This design comes from an exercise in tuning for small area, a short achievable clock period and few clock cycles on the open sky130 flow, not from production work.
The RTL was checked by simulation tests, not by an equivalence proof against the original design.
The flow treats the clock pin as an ideal source. Dropping or thinning the clock tree relies on that and would not hold on a real chip.
Power figures rest on the tool's default switching activity, not on a simulated workload.

job 3504:
==> flow/design.v (excerpt) <==
module axi4_lite_system (
    input  wire        clk,
    input  wire        resetn,
    input  wire        usr_write_req,
    input  wire        usr_read_req,
    input  wire [31:0] usr_araddr,
    input  wire [31:0] usr_awaddr,
    input  wire [31:0] usr_wdata,
    input  wire [3:0]  usr_wstrb,
    output wire [31:0] usr_rdata,
    output wire        usr_wr_busy,
    output wire        usr_wr_done,
    output wire [1:0]  usr_wr_resp,
    output wire        usr_rd_busy,
    output wire        usr_rd_done,
    output wire [1:0]  usr_rd_resp
);
Size: roughly 160 flip-flops, ~140 I/O pins, about 6200 um2 of cells after synthesis.
clock: 3.0 ns
lec_check: 0
cap_margin: 20
core_margin: 2
core_utilization: 65
place_density: 0.85
slew_margin: 20
synth_hierarchical: 1
synth_minimum_keep_size: 0
standard.sh (not shown) runs the stock make flow with config.mk's settings and CLKGATE_MAP_FILE= SYNTH_SCRIPT=/design/flow/synth_recipe.tcl, a recipe that flattens the netlist after the stock synthesis.
==> flow/flow/run.sh <==
#!/bin/bash
# Own layout flow: the standard ORFS flow (standard.sh, standard synthesis
# unchanged) with these changes, all made through ORFS's documented hook
# scripts and variables:
#  - ports are buffered with the smallest buffer (buf_1);
#  - after floorplan, every combinational cell from synthesis is set to its
#    smallest drive strength (downsize.tcl), so that only cells on slow paths
#    are sized up later;
#  - the clock tree is built by hand (mycts.tcl) in place of TritonCTS: the
#    clock port drives CLK_NROOT root buffers, which drive CLK_NBUF leaf
#    buffers, each driving one cluster of flip-flops (k-means on position).
#    Every flip-flop is exactly two buffers from the port (a balanced tree);
#  - after the clock tree (post_cts.tcl): output-port buffers are set to
#    OUT_BUF and flip-flops that drive two output buffers to OUT_FF_MULTI;
#    then repair_timing sizes up cells on the input-side paths that are
#    slower than the output paths plus MY_MARGIN_DELTA ns.
# Each tool's output is in orfs/logs/ (one log per step, as ORFS writes
# them); make's own output goes to flow_make.log.
set -euo pipefail
HERE=$(pwd)
export BUFFER_PORTS_ARGS="-buffer_cell sky130_fd_sc_hd__buf_1"
export POST_FLOORPLAN_TCL=$HERE/flow/downsize.tcl
export PRE_CTS_TCL=$HERE/flow/mycts.tcl
export POST_CTS_TCL=$HERE/flow/post_cts.tcl
export CLK_NBUF=6
export CLK_NROOT=3
export CLK_ROOT_BUF=sky130_fd_sc_hd__buf_12
export CLK_BUF=sky130_fd_sc_hd__buf_12
export MY_MARGIN_DELTA=0.12
export OUT_FF_MULTI=sky130_fd_sc_hd__dfxtp_2
export OUT_BUF=sky130_fd_sc_hd__buf_2
export MY_SEQUENCE=sizeup
export MY_RECOVER=1
bash standard.sh finish > flow_make.log 2>&1
==> flow/flow/post_cts.tcl <==
set_propagated_clock [all_clocks]
set out_insts {}
foreach bterm [[ord::get_db_block] getBTerms] {
  if {[$bterm getIoType] ne "OUTPUT"} continue
  foreach it [[$bterm getNet] getITerms] {
    if {![$it isOutputSignal]} continue
    set buf [$it getInst]
    if {[info exists ::env(OUT_BUF)] && [string match "*buf_*" [[$buf getMaster] getName]]} {
      replace_cell [$buf getName] $::env(OUT_BUF)
    }
    lappend out_insts $buf
    foreach bit [$buf getITerms] {
      if {![$bit isInputSignal]} continue
      foreach dit [[$bit getNet] getITerms] {
        if {[$dit isOutputSignal]} { lappend out_insts [$dit getInst] }
      }
    }
  }
}
# A flip-flop that drives more than one output buffer (with OUT_FF_ALL set,
# any flip-flop that drives an output buffer) gets OUT_FF_MULTI.
set out_insts [lsort -unique $out_insts]
if {[info exists ::env(OUT_FF_MULTI)]} {
  foreach inst $out_insts {
    if {![string match "*dfxtp_1" [[$inst getMaster] getName]]} continue
    set n 0
    foreach it [$inst getITerms] {
      if {[$it isOutputSignal]} { set n [expr {[llength [[$it getNet] getITerms]] - 1}] }
    }
    if {$n > 1 || [info exists ::env(OUT_FF_ALL)]} {
      replace_cell [$inst getName] $::env(OUT_FF_MULTI)
      puts "post_cts: [$inst getName] drives $n, set to $::env(OUT_FF_MULTI)"
    }
  }
}
set out_cells {}
foreach inst $out_insts {
  lappend out_cells [get_cells [string map {[ \[ ] \]} [$inst getName]]]
}
puts "post_cts: [llength $out_cells] output-side cells held"
if {[info exists ::env(MY_MARGIN_DELTA)]} {
  estimate_parasitics -placement
  puts "post_cts: before ws [worst_slack -max] area [rsz::design_area]"
  # The output paths set the period; size up only the input-side paths that
  # are slower than them (plus MY_MARGIN_DELTA ns).
  set out_path [find_timing_paths -to [all_outputs] -sort_by_slack -group_path_count 1]
  set margin [expr {[get_property $out_path slack] + $::env(MY_MARGIN_DELTA)}]
  puts "post_cts: output paths' slack [get_property $out_path slack], margin $margin"
  set_dont_touch $out_cells
  repair_timing -setup -setup_margin $margin -sequence $::env(MY_SEQUENCE) -skip_last_gasp
  puts "post_cts: after repair ws [worst_slack -max] area [rsz::design_area]"
  if {[info exists ::env(MY_RECOVER)]} {
    # Area recovery: walk the cells from the largest down and set each to the
    # smallest size of its kind that keeps the slack into the flip-flops at
    # or above where the repair left it (capped at the margin).
    proc in_ws {} {
      set p [find_timing_paths -to [all_registers -data_pins] -sort_by_slack -group_path_count 1]
      return [get_property $p slack]
    }
    estimate_parasitics -placement
    set floor [expr {min($margin, [in_ws])}]
    set held {}
    foreach c $out_cells { dict set held [get_full_name $c] 1 }
    set cands {}
    foreach inst [[ord::get_db_block] getInsts] {
      set m [[$inst getMaster] getName]
      if {![regexp {^(sky130_fd_sc_hd__[a-z0-9]+?)_([0-9]+)$} $m -> base drive]} continue
      if {[regexp {__(df|edf|sdf|dl|tap|fill|decap|clkbuf|conb)} $m]} continue
      if {[string match "clk*_my_*" [$inst getName]]} continue
      if {[dict exists $held [$inst getName]]} continue
      lappend cands [list [expr {[[$inst getMaster] getWidth] * [[$inst getMaster] getHeight]}] $inst $base]
    }
    set sizes {}
    foreach lib [[ord::get_db] getLibs] {
      foreach mm [$lib getMasters] {
        if {[regexp {^(sky130_fd_sc_hd__[a-z0-9]+?)_([0-9]+)$} [$mm getName] -> b d]} {
          dict lappend sizes $b [list [expr {[$mm getWidth] * [$mm getHeight]}] [$mm getName]]
        }
      }
    }
    set dont_use {}
    if {[info exists ::env(DONT_USE_CELLS)]} { set dont_use $::env(DONT_USE_CELLS) }
    set n 0
    foreach c [lsort -real -decreasing -index 0 $cands] {
      lassign $c area inst base
      set name [$inst getName]
      set cur [[$inst getMaster] getName]
      foreach s [lsort -real -index 0 [dict get $sizes $base]] {
        lassign $s a to
        if {$a >= $area} break
        set skip 0
        foreach pat $dont_use { if {[string match $pat $to]} { set skip 1 } }
        if {$skip} continue
        replace_cell $name $to
        estimate_parasitics -placement
        if {[in_ws] >= $floor} { incr n; break }
        replace_cell $name $cur
        estimate_parasitics -placement
      }
    }
    puts "post_cts: recovery resized $n cells; input-side ws [in_ws] (floor $floor)"
  }
  unset_dont_touch $out_cells
  estimate_parasitics -placement
  puts "post_cts: after ws [worst_slack -max] area [rsz::design_area]"
}
detailed_placement
Other scripts of this flow, unchanged in this note and not shown: flow/flow/downsize.tcl, flow/flow/mycts.tcl
Testbench counts of job 3504, summed over its fixed seeds: cycles 2,400.
For job 8823, these inputs were changed with respect to job 3504:
-- flow/flow/run.sh --
<<< job 3504, line 19
>>> job 8823, line 19
#    Then an area recovery pass (MY_RECOVER) sets each cell, largest first,
#    to the smallest size that keeps the input-side slack where repair left it.
<<< job 3504, line 29
export MY_MARGIN_DELTA=0.12
>>> job 8823, line 31
export MY_MARGIN_DELTA=0.3
[summary]
- In terms of iteration count of the initial detailed-routing pass, job 8823 and job 3504 differ only marginally.
- Met1 usage: job 8823 vs job 3504, no meaningful difference
- Job 8823: hold slack 0.0039 ns below job 3504
- Diff job 8823..job 3504 | multi-input gate share of the layout cell area | negligible
- Job 8823 against job 3504: share of the clock period used by the worst path after layout shrank by 1.1 points, slew at the pin closest to its max-slew limit shrank by 0.0075 ns.
[inputs] job 1595 vs job 8823
-- flow/flow/run.sh --
<<< job 8823, line 31
export MY_MARGIN_DELTA=0.3
>>> job 1595, line 31
export MY_MARGIN_DELTA=0.2
Notes after the runs:
Job 8823 → job 1595: global-route wire length before repair comparable, register-to-register slack comparable, total length of routed met3 wires now smaller. Job 1595 reached the final stage; the timing, design-rule and antenna checks on its layout passed. Job 8823: done, clean on timing, DRC and antenna. Detailed-route vias per instance: higher on job 8823. Compared with job 8823, in job 1595 max-slew headroom at the worst pin now sits lower; number of antenna violations at the first check in global routing now sits at about the same level; critical path required time now sits at about the same level; insertion delay to the later sink of the worst-skew pair now sits at about the same level; count of vias placed by the detailed router now sits lower. Number of input and output port buffers inserted: job 1595 vs job 8823 identical. Comparing job 1595 with job 8823, the relative contribution of sequential cells to total power came out essentially unchanged.
What job 8254 does differently from job 1595 at the input level:
# job 1595
export LEC_CHECK = 0
export CAP_MARGIN = 20
export CORE_MARGIN = 2
export CORE_UTILIZATION = 65
export PLACE_DENSITY = 0.85
export SLEW_MARGIN = 20
export SYNTH_HIERARCHICAL = 1
export SYNTH_MINIMUM_KEEP_SIZE = 0
create_clock -name core_clock -period 3.0 [get_ports {clk}]
# job 8254
export LEC_CHECK = 0
export CAP_MARGIN = 20
export CORE_MARGIN = 2
export CORE_UTILIZATION = 65
export PLACE_DENSITY = 0.95
export SLEW_MARGIN = 20
export SYNTH_HIERARCHICAL = 1
export SYNTH_MINIMUM_KEEP_SIZE = 0
create_clock -name core_clock -period 3.0 [get_ports {clk}]
-- flow/flow/run.sh --
<<< job 1595, line 17
>>> job 8254, line 17
#    Then an area recovery pass (MY_RECOVER) sets each cell, largest first,
#    to the smallest size that keeps the input-side slack where repair left it.
<<< job 1595, line 19
#    Then an area recovery pass (MY_RECOVER) sets each cell, largest first,
#    to the smallest size that keeps the input-side slack where repair left it.
>>> job 8254, line 21
<<< job 1595, line 31
export MY_MARGIN_DELTA=0.2
>>> job 8254, line 31
export MY_MARGIN_DELTA=0.3
## What came out
As far as remaining number of nets flagged by the antenna check after routing goes, job 1595 and job 8254 are indistinguishable; the numbers are identical.
Of job 8254 and job 1595, the run reporting the higher global-route usage was job 8254.
Looking at job 8254 and job 1595, the core outline area is a wash.
In job 8254 the clock-pin slew reported for the worst setup and hold paths after clock tree synthesis turned out 0.02 ns lower than in job 1595.
When the final numbers for job 8254 and job 1595 were put side by side, the combinational power share turned out to be greater in job 8254.
Job 8254 has peak clock frequency supported by timing below what job 1595 had.
Final critical-path setup slack, job 8254 and job 1595, lower one = job 8254.
[job 8254] power rose 0.62% relative to job 1595
Here is what was changed in the inputs of job 6445 compared with job 8254.
# job 8254
export LEC_CHECK = 0
export CAP_MARGIN = 20
export CORE_MARGIN = 2
export CORE_UTILIZATION = 65
export PLACE_DENSITY = 0.95
export SLEW_MARGIN = 20
export SYNTH_HIERARCHICAL = 1
export SYNTH_MINIMUM_KEEP_SIZE = 0
create_clock -name core_clock -period 3.0 [get_ports {clk}]
# job 6445
export LEC_CHECK = 0
export CAP_MARGIN = 20
export CORE_MARGIN = 2
export CORE_UTILIZATION = 65
export PLACE_DENSITY = 0.85
export SLEW_MARGIN = 20
export SYNTH_HIERARCHICAL = 1
export SYNTH_MINIMUM_KEEP_SIZE = 0
create_clock -name core_clock -period 3.0 [get_ports {clk}]
-- flow/flow/run.sh --
<<< job 8254, line 17
>>> job 6445, line 17
# Each tool's output is in orfs/logs/ (one log per step, as ORFS writes
# them); make's own output goes to flow_make.log.
<<< job 8254, line 19
# Each tool's output is in orfs/logs/ (one log per step, as ORFS writes
# them); make's own output goes to flow_make.log.
>>> job 6445, line 21
<<< job 8254, line 31
export MY_MARGIN_DELTA=0.3
>>> job 6445, line 31
export MY_MARGIN_DELTA=0.2
<<< job 8254, line 33
export OUT_BUF=sky130_fd_sc_hd__buf_2
>>> job 6445, line 33
export OUT_BUF=sky130_fd_sc_hd__buf_1
## What came out
Job 6445 packs its core looser than job 8254. Compared with job 8254, wire length of the first global-routing pass in job 6445 decreased by a little under 10%. Job 6445 can be clocked faster than job 8254. Of job 6445 and job 8254, the run reporting the lower power dissipated by switching net loads was job 6445. Job 8254 -> job 6445: horizontal die dimension delta 0, exact match. Measured against each other, job 6445 and job 8254 differ in global routing usage on met1, the lower figure coming from job 6445. On power: between job 6445 and job 8254, it ends up higher for job 8254. From job 8254 to job 6445 the numbers moved as follows: combinational power lower, final critical path time including I/O delays and setup went down by 0.021 ns.
In every run of this note, the design's own scripts or RTL, not TritonCTS, make the clock network.

---

Setup of before:
Starting RTL as in the previous note.
clock: 3.0 ns
lec_check: 0
cap_margin: 20
core_margin: 2
core_utilization: 65
place_density: 0.85
slew_margin: 20
synth_hierarchical: 1
synth_minimum_keep_size: 0
==> flow/flow/run.sh <==
#!/bin/bash
# Own layout flow: the standard ORFS flow (standard.sh, standard synthesis
# unchanged) with these changes, all made through ORFS's documented hook
# scripts and variables:
#  - ports are buffered with the smallest buffer (buf_1);
#  - after floorplan, every combinational cell from synthesis is set to its
#    smallest drive strength (downsize.tcl), so that only cells on slow paths
#    are sized up later;
#  - the clock tree is built by hand (mycts.tcl) in place of TritonCTS: the
#    clock port drives CLK_NROOT root buffers, which drive CLK_NBUF leaf
#    buffers, each driving one cluster of flip-flops (k-means on position).
#    Every flip-flop is exactly two buffers from the port (a balanced tree);
#  - after the clock tree (post_cts.tcl): output-port buffers are set to
#    OUT_BUF and flip-flops that drive two output buffers to OUT_FF_MULTI;
#    then repair_timing sizes up cells on the input-side paths that are
#    slower than the output paths plus MY_MARGIN_DELTA ns.
# Each tool's output is in orfs/logs/ (one log per step, as ORFS writes
# them); make's own output goes to flow_make.log.
set -euo pipefail
HERE=$(pwd)
export BUFFER_PORTS_ARGS="-buffer_cell sky130_fd_sc_hd__buf_1"
export POST_FLOORPLAN_TCL=$HERE/flow/downsize.tcl
export PRE_CTS_TCL=$HERE/flow/mycts.tcl
export POST_CTS_TCL=$HERE/flow/post_cts.tcl
export CLK_NBUF=6
export CLK_NROOT=3
export CLK_ROOT_BUF=sky130_fd_sc_hd__buf_12
export CLK_BUF=sky130_fd_sc_hd__buf_12
export MY_MARGIN_DELTA=0.2
export OUT_FF_MULTI=sky130_fd_sc_hd__dfxtp_2
export OUT_BUF=sky130_fd_sc_hd__buf_2
export MY_SEQUENCE=sizeup
export MY_RECOVER=1
bash standard.sh finish > flow_make.log 2>&1
Scripts as last shown in full above: flow/flow/post_cts.tcl
Other scripts of this flow, unchanged in this note and not shown: flow/flow/downsize.tcl, flow/flow/mycts.tcl
Testbench counts of before, summed over its fixed seeds: cycles 2,400.
Input-level comparison between after and before:
Settings: PLACE_DENSITY changed from 0.85 to 0.7.
-- flow/flow/run.sh --
<<< before, line 17
>>> after, line 17
#    Then an area recovery pass (MY_RECOVER) sets each cell, largest first,
#    to the smallest size that keeps the input-side slack where repair left it.
<<< before, line 29
export MY_MARGIN_DELTA=0.2
>>> after, line 31
export MY_MARGIN_DELTA=0.3
--- outcome ---
after ran to completion and came out clean on the timing, design-rule and antenna checks.
~same summed instance area of the synthesized netlist in after and before
Total power delta (after -> before): insignificant
Longest individual stage delay on the worst path ends up higher on after.
Global-route wire length before repair: after vs before down 7.1%
Changes observed in after relative to before: reported net switching power -about 1.4%, part of the cycle the worst path needs -0.67 points.
The lower via count of after and before is in after.
In every run of this note, the design's own scripts or RTL, not TritonCTS, make the clock network.

---

The RTL this note starts from:
==> flow/design.v <==
module axi4_lite_system (
    input  wire        clk,
    input  wire        resetn,
    input  wire        usr_write_req,
    input  wire        usr_read_req,
    input  wire [31:0] usr_araddr,
    input  wire [31:0] usr_awaddr,
    input  wire [31:0] usr_wdata,
    input  wire [3:0]  usr_wstrb,
    output wire [31:0] usr_rdata,
    output wire        usr_wr_busy,
    output wire        usr_wr_done,
    output wire [1:0]  usr_wr_resp,
    output wire        usr_rd_busy,
    output wire        usr_rd_done,
    output wire [1:0]  usr_rd_resp
);
    reg [31:0] slv_reg0, slv_reg1, slv_reg2, slv_reg3;
    reg [31:0] rdata;
    reg        wr_done, rd_done;
    reg        wr_err, rd_err;
    wire aw_ok = (usr_awaddr[1:0] == 2'b00);
    wire [31:0] wdata_r = usr_wdata & {32{resetn}};
    wire [3:0]  aw_lo_zero;
    wire [3:0]  wsel_q;
    wire [15:0] lane_en;
    axi_wsel u_wsel  (.req(usr_write_req), .a2(usr_awaddr[2]), .a3(usr_awaddr[3]), .q(wsel_q));
    genvar r, b;
    generate
        for (r = 0; r < 4; r = r + 1) begin : g_reg
            axi_nor2 u_aw_lo (.a(usr_awaddr[0]), .b(usr_awaddr[1]), .y(aw_lo_zero[r]));
            for (b = 0; b < 4; b = b + 1) begin : g_lane
                axi_lane u_lane (.ok(aw_lo_zero[r]), .sel(wsel_q[r]), .strb(usr_wstrb[b]),
                                 .resetn(resetn), .en(lane_en[4*r+b]));
            end
        end
    endgenerate
    always @(posedge clk) begin
        if (lane_en[0])  slv_reg0[7:0]   <= wdata_r[7:0];
        if (lane_en[1])  slv_reg0[15:8]  <= wdata_r[15:8];
        if (lane_en[2])  slv_reg0[23:16] <= wdata_r[23:16];
        if (lane_en[3])  slv_reg0[31:24] <= wdata_r[31:24];
        if (lane_en[4])  slv_reg1[7:0]   <= wdata_r[7:0];
        if (lane_en[5])  slv_reg1[15:8]  <= wdata_r[15:8];
        if (lane_en[6])  slv_reg1[23:16] <= wdata_r[23:16];
        if (lane_en[7])  slv_reg1[31:24] <= wdata_r[31:24];
        if (lane_en[8])  slv_reg2[7:0]   <= wdata_r[7:0];
        if (lane_en[9])  slv_reg2[15:8]  <= wdata_r[15:8];
        if (lane_en[10]) slv_reg2[23:16] <= wdata_r[23:16];
        if (lane_en[11]) slv_reg2[31:24] <= wdata_r[31:24];
        if (lane_en[12]) slv_reg3[7:0]   <= wdata_r[7:0];
        if (lane_en[13]) slv_reg3[15:8]  <= wdata_r[15:8];
        if (lane_en[14]) slv_reg3[23:16] <= wdata_r[23:16];
        if (lane_en[15]) slv_reg3[31:24] <= wdata_r[31:24];
    end
    wire [15:0] rsel;
    wire [3:0]  ar_ok;
    wire        ar_valid = ar_ok[0];
    wire [31:0] rdata_d;
    genvar i;
    generate
        for (i = 0; i < 4; i = i + 1) begin : g_rsel
            axi_rsel u_rsel (.a(usr_araddr[3:0]), .sel(rsel[4*i +: 4]), .ok(ar_ok[i]));
        end
        for (i = 0; i < 32; i = i + 1) begin : g_rbit
            axi_rbit #(.BAD(((32'hDEADDEAD >> i) & 1) != 0)) u_rbit (
                .sel(rsel[4*(i/8) +: 4]), .ok(ar_ok[i/8]),
                .r({slv_reg3[i], slv_reg2[i], slv_reg1[i], slv_reg0[i]}),
                .d(rdata_d[i]));
        end
    endgenerate
    always @(posedge clk) rdata <= rdata_d;
    always @(posedge clk) begin
        wr_err <= ~aw_ok;
        rd_err <= ~ar_valid;
    end
    always @(posedge clk) begin
        wr_done <= usr_write_req & resetn;
        rd_done <= usr_read_req & resetn;
    end
    assign usr_rdata   = rdata;
    assign usr_wr_busy = wr_done;
    assign usr_wr_done = wr_done;
    assign usr_wr_resp = {2{wr_err}};
    assign usr_rd_busy = rd_done;
    assign usr_rd_done = rd_done;
    assign usr_rd_resp = {2{rd_err}};
endmodule
module axi_nor2 (input wire a, input wire b, output wire y);
    assign y = ~(a | b);
endmodule
module axi_wsel (input wire req, input wire a2, input wire a3, output wire [3:0] q);
    assign q[0] = req & ~a3 & ~a2;
    assign q[1] = req & ~a3 &  a2;
    assign q[2] = req &  a3 & ~a2;
    assign q[3] = req &  a3 &  a2;
endmodule
module axi_lane (input wire ok, input wire sel, input wire strb, input wire resetn,
                 output wire en);
    assign en = ~resetn | (ok & sel & strb);
endmodule
module axi_rsel (input wire [3:0] a, output wire [3:0] sel, output wire ok);
    assign ok     = ~(a[1] | a[0]);
    assign sel[0] = ok & ~a[3] & ~a[2];
    assign sel[1] = ok & ~a[3] &  a[2];
    assign sel[2] = ok &  a[3] & ~a[2];
    assign sel[3] = ok &  a[3] &  a[2];
endmodule
module axi_rbit #(parameter BAD = 1'b0) (
    input  wire [3:0] sel,
    input  wire       ok,
    input  wire [3:0] r,
    output wire       d
);
    wire lo, hi;
    axi_aoi22 u_lo (.a1(sel[0]), .a2(r[0]), .b1(sel[1]), .b2(r[1]), .y(lo));
    axi_aoi22 u_hi (.a1(sel[2]), .a2(r[2]), .b1(sel[3]), .b2(r[3]), .y(hi));
    generate
        if (BAD) begin : g_one
            assign d = ~(lo & hi & ok);
        end else begin : g_zero
            assign d = ~(lo & hi);
        end
    endgenerate
endmodule
module axi_aoi22 (input wire a1, input wire a2, input wire b1, input wire b2, output wire y);
    assign y = ~((a1 & a2) | (b1 & b2));
endmodule
Settings: LEC_CHECK=0, CAP_MARGIN=20, CORE_MARGIN=2, CORE_UTILIZATION=65, PLACE_DENSITY=0.85, SLEW_MARGIN=20, SYNTH_HIERARCHICAL=1, SYNTH_MINIMUM_KEEP_SIZE=0; clock period 3.0 ns.
==> flow/flow/run.sh <==
#!/bin/bash
# Own layout flow: the standard ORFS flow (standard.sh) with four changes,
# all made through ORFS's documented hooks and variables:
#  - ports are buffered with the smallest buffer (buf_1); repair sizes them up
#    where the timing needs it;
#  - after floorplan, every combinational cell from synthesis is set to its
#    smallest drive strength (downsize.tcl), so that only cells on slow paths
#    are sized up later;
#  - the clock tree is built by hand (mycts.tcl): the clock port drives four
#    clkbuf_8, each driving one quarter of the flip-flops, clustered by
#    position; every flip-flop sits one buffer from the port;
#  - after CTS, repair_timing sizes up cells on paths with less than
#    MY_SETUP_MARGIN ns of slack (post_cts.tcl).
# Each tool's output is in orfs/logs/ (one log per step); make's own output
# goes to flow_make.log.
set -euo pipefail
HERE=$(pwd)
export BUFFER_PORTS_ARGS="-buffer_cell sky130_fd_sc_hd__buf_1"
export POST_FLOORPLAN_TCL=$HERE/flow/downsize.tcl
export PRE_CTS_TCL=$HERE/flow/mycts.tcl
export POST_CTS_TCL=$HERE/flow/post_cts.tcl
export CLK_NBUF=6
export CLK_NROOT=2
export CLK_ROOT_BUF=sky130_fd_sc_hd__clkbuf_16
export CLK_BUF=sky130_fd_sc_hd__clkbuf_16
export MY_SETUP_MARGIN=1.90
export MY_SEQUENCE=sizeup
bash standard.sh finish > flow_make.log 2>&1
==> flow/flow/post_cts.tcl <==
# Size up cells on the paths whose slack (with placement parasitics) is under
# MY_SETUP_MARGIN ns, then legalise the placement again.
if {[info exists ::env(MY_SETUP_MARGIN)]} {
  set_propagated_clock [all_clocks]
  estimate_parasitics -placement
  puts "post_cts: before ws [worst_slack -max] area [rsz::design_area]"
  repair_timing -setup -setup_margin $::env(MY_SETUP_MARGIN) -sequence $::env(MY_SEQUENCE) -skip_last_gasp
  detailed_placement
  estimate_parasitics -placement
  puts "post_cts: after ws [worst_slack -max] area [rsz::design_area]"
}
Other scripts of this flow, unchanged in this note and not shown: flow/flow/downsize.tcl, flow/flow/mycts.tcl
The first run produced a clean layout.
Testbench counts at the start, summed over its fixed seeds: cycles 2,400.
Next try:
--- a/flow/flow/run.sh
+++ b/flow/flow/run.sh
@@ -24,5 +24,6 @@
 export CLK_ROOT_BUF=sky130_fd_sc_hd__clkbuf_16
 export CLK_BUF=sky130_fd_sc_hd__clkbuf_16
-export MY_SETUP_MARGIN=1.90
+export MY_SETUP_MARGIN=1.85
+export OUT_BUF=sky130_fd_sc_hd__buf_2
 export MY_SEQUENCE=sizeup
 bash standard.sh finish > flow_make.log 2>&1
==> flow/flow/post_cts.tcl (replaced) <==
set_propagated_clock [all_clocks]
set out_cells {}
foreach port [get_ports -filter "direction==output"] {
  foreach pin [get_pins -of_objects [get_nets -of_objects $port] -filter "direction==output"] {
    set buf [get_cells -of_objects $pin]
    if {[info exists ::env(OUT_BUF)] && [string match "*buf_*" [get_property $buf ref_name]]} {
      replace_cell [get_property $buf full_name] $::env(OUT_BUF)
    }
    lappend out_cells $buf
    foreach in [get_pins -of_objects $buf -filter "direction==input"] {
      foreach drv [get_pins -of_objects [get_nets -of_objects $in] -filter "direction==output"] {
        lappend out_cells [get_cells -of_objects $drv]
      }
    }
  }
}
if {[info exists ::env(MY_SETUP_MARGIN)]} {
  estimate_parasitics -placement
  puts "post_cts: before ws [worst_slack -max] area [rsz::design_area]"
  set_dont_touch $out_cells
  repair_timing -setup -setup_margin $::env(MY_SETUP_MARGIN) -sequence $::env(MY_SEQUENCE) -skip_last_gasp
  unset_dont_touch $out_cells
  estimate_parasitics -placement
  puts "post_cts: after ws [worst_slack -max] area [rsz::design_area]"
}
detailed_placement
The new run failed in 4_1_cts on STA-0100; synthesized area stays the same; synthesized cell count stays the same.
Next try:
--- a/flow/flow/run.sh
+++ b/flow/flow/run.sh
@@ -24,5 +24,5 @@
 export CLK_ROOT_BUF=sky130_fd_sc_hd__clkbuf_16
 export CLK_BUF=sky130_fd_sc_hd__clkbuf_16
-export MY_SETUP_MARGIN=1.85
+export MY_SETUP_MARGIN=1.75
 export OUT_BUF=sky130_fd_sc_hd__buf_2
 export MY_SEQUENCE=sizeup
==> flow/flow/post_cts.tcl (replaced) <==
set_propagated_clock [all_clocks]
set out_cells {}
foreach bterm [[ord::get_db_block] getBTerms] {
  if {[$bterm getIoType] ne "OUTPUT"} continue
  foreach it [[$bterm getNet] getITerms] {
    if {![$it isOutputSignal]} continue
    set buf [$it getInst]
    if {[info exists ::env(OUT_BUF)] && [string match "*buf_*" [[$buf getMaster] getName]]} {
      replace_cell [$buf getName] $::env(OUT_BUF)
    }
    lappend out_cells [get_cells [$buf getName]]
    foreach bit [$buf getITerms] {
      if {![$bit isInputSignal]} continue
      foreach dit [[$bit getNet] getITerms] {
        if {[$dit isOutputSignal]} { lappend out_cells [get_cells [[$dit getInst] getName]] }
      }
    }
  }
}
puts "post_cts: [llength $out_cells] output-side cells held"
if {[info exists ::env(MY_SETUP_MARGIN)]} {
  estimate_parasitics -placement
  puts "post_cts: before ws [worst_slack -max] area [rsz::design_area]"
  set_dont_touch $out_cells
  repair_timing -setup -setup_margin $::env(MY_SETUP_MARGIN) -sequence $::env(MY_SEQUENCE) -skip_last_gasp
  unset_dont_touch $out_cells
  estimate_parasitics -placement
  puts "post_cts: after ws [worst_slack -max] area [rsz::design_area]"
}
detailed_placement
The new run finished with timing, DRC and antenna clean.
Area after synthesis is unchanged.
Synthesized cell count stays the same.
In the first and third runs of this note the design's own scripts or RTL, not TritonCTS, make the clock network.

==> re-timing with driven ports <==
The results above use ideal ports. As a check the final layouts listed here were re-extracted and re-timed, cells and wires unchanged.
Step 1, drivers: a clkbuf_16 drives clk and a buf_2 each remaining input, both assumed.
Step 2 moves the port delays by t, midway between the first and last clock arrival at a register: inputs arrive t later, outputs are due t later. That takes back most of the time a late clock gives input paths.
a / b / c = no drivers / after step 1 / after step 2; a / b = the first two.
| run | shift t [ns] | setup slack, ns | clock arrival spread, ns | slew at the worst register clock pin (ns) | pins driven straight from the clock port |
|---|---|---|---|---|---|
| job 3504 | 0.304 | 1.630 / 1.613 / 1.356 | 0.021 / 0.020 | 0.11 / 0.11 | 3 |
| job 8823 | 0.305 | 1.663 / 1.607 / 1.362 | 0.021 / 0.021 | 0.11 / 0.11 | 3 |
| job 1595 | 0.303 | 1.660 / 1.608 / 1.361 | 0.021 / 0.021 | 0.11 / 0.11 | 3 |
| job 8254 | 0.307 | 1.641 / 1.594 / 1.366 | 0.028 / 0.028 | 0.11 / 0.11 | 3 |
| job 6445 | 0.304 | 1.661 / 1.598 / 1.396 | 0.016 / 0.017 | 0.11 / 0.11 | 3 |
| before | 0.303 | 1.660 / 1.608 / 1.361 | 0.021 / 0.021 | 0.11 / 0.11 | 3 |
| after | 0.304 | 1.681 / 1.615 / 1.400 | 0.018 / 0.018 | 0.11 / 0.11 | 3 |
| the first run of note 3 | 0.362 | 1.608 / 1.549 / 1.287 | 0.019 / 0.019 | 0.10 / 0.10 | 2 |
| the third run of note 3 | 0.354 | 1.566 / 1.535 / 1.236 | 0.014 / 0.014 | 0.10 / 0.10 | 2 |
After both steps setup and hold are still met in every run listed. For the third run of note 3, which loses most, drivers alone change the setup slack by -0.031 ns; drivers and shift together by -0.330 ns.
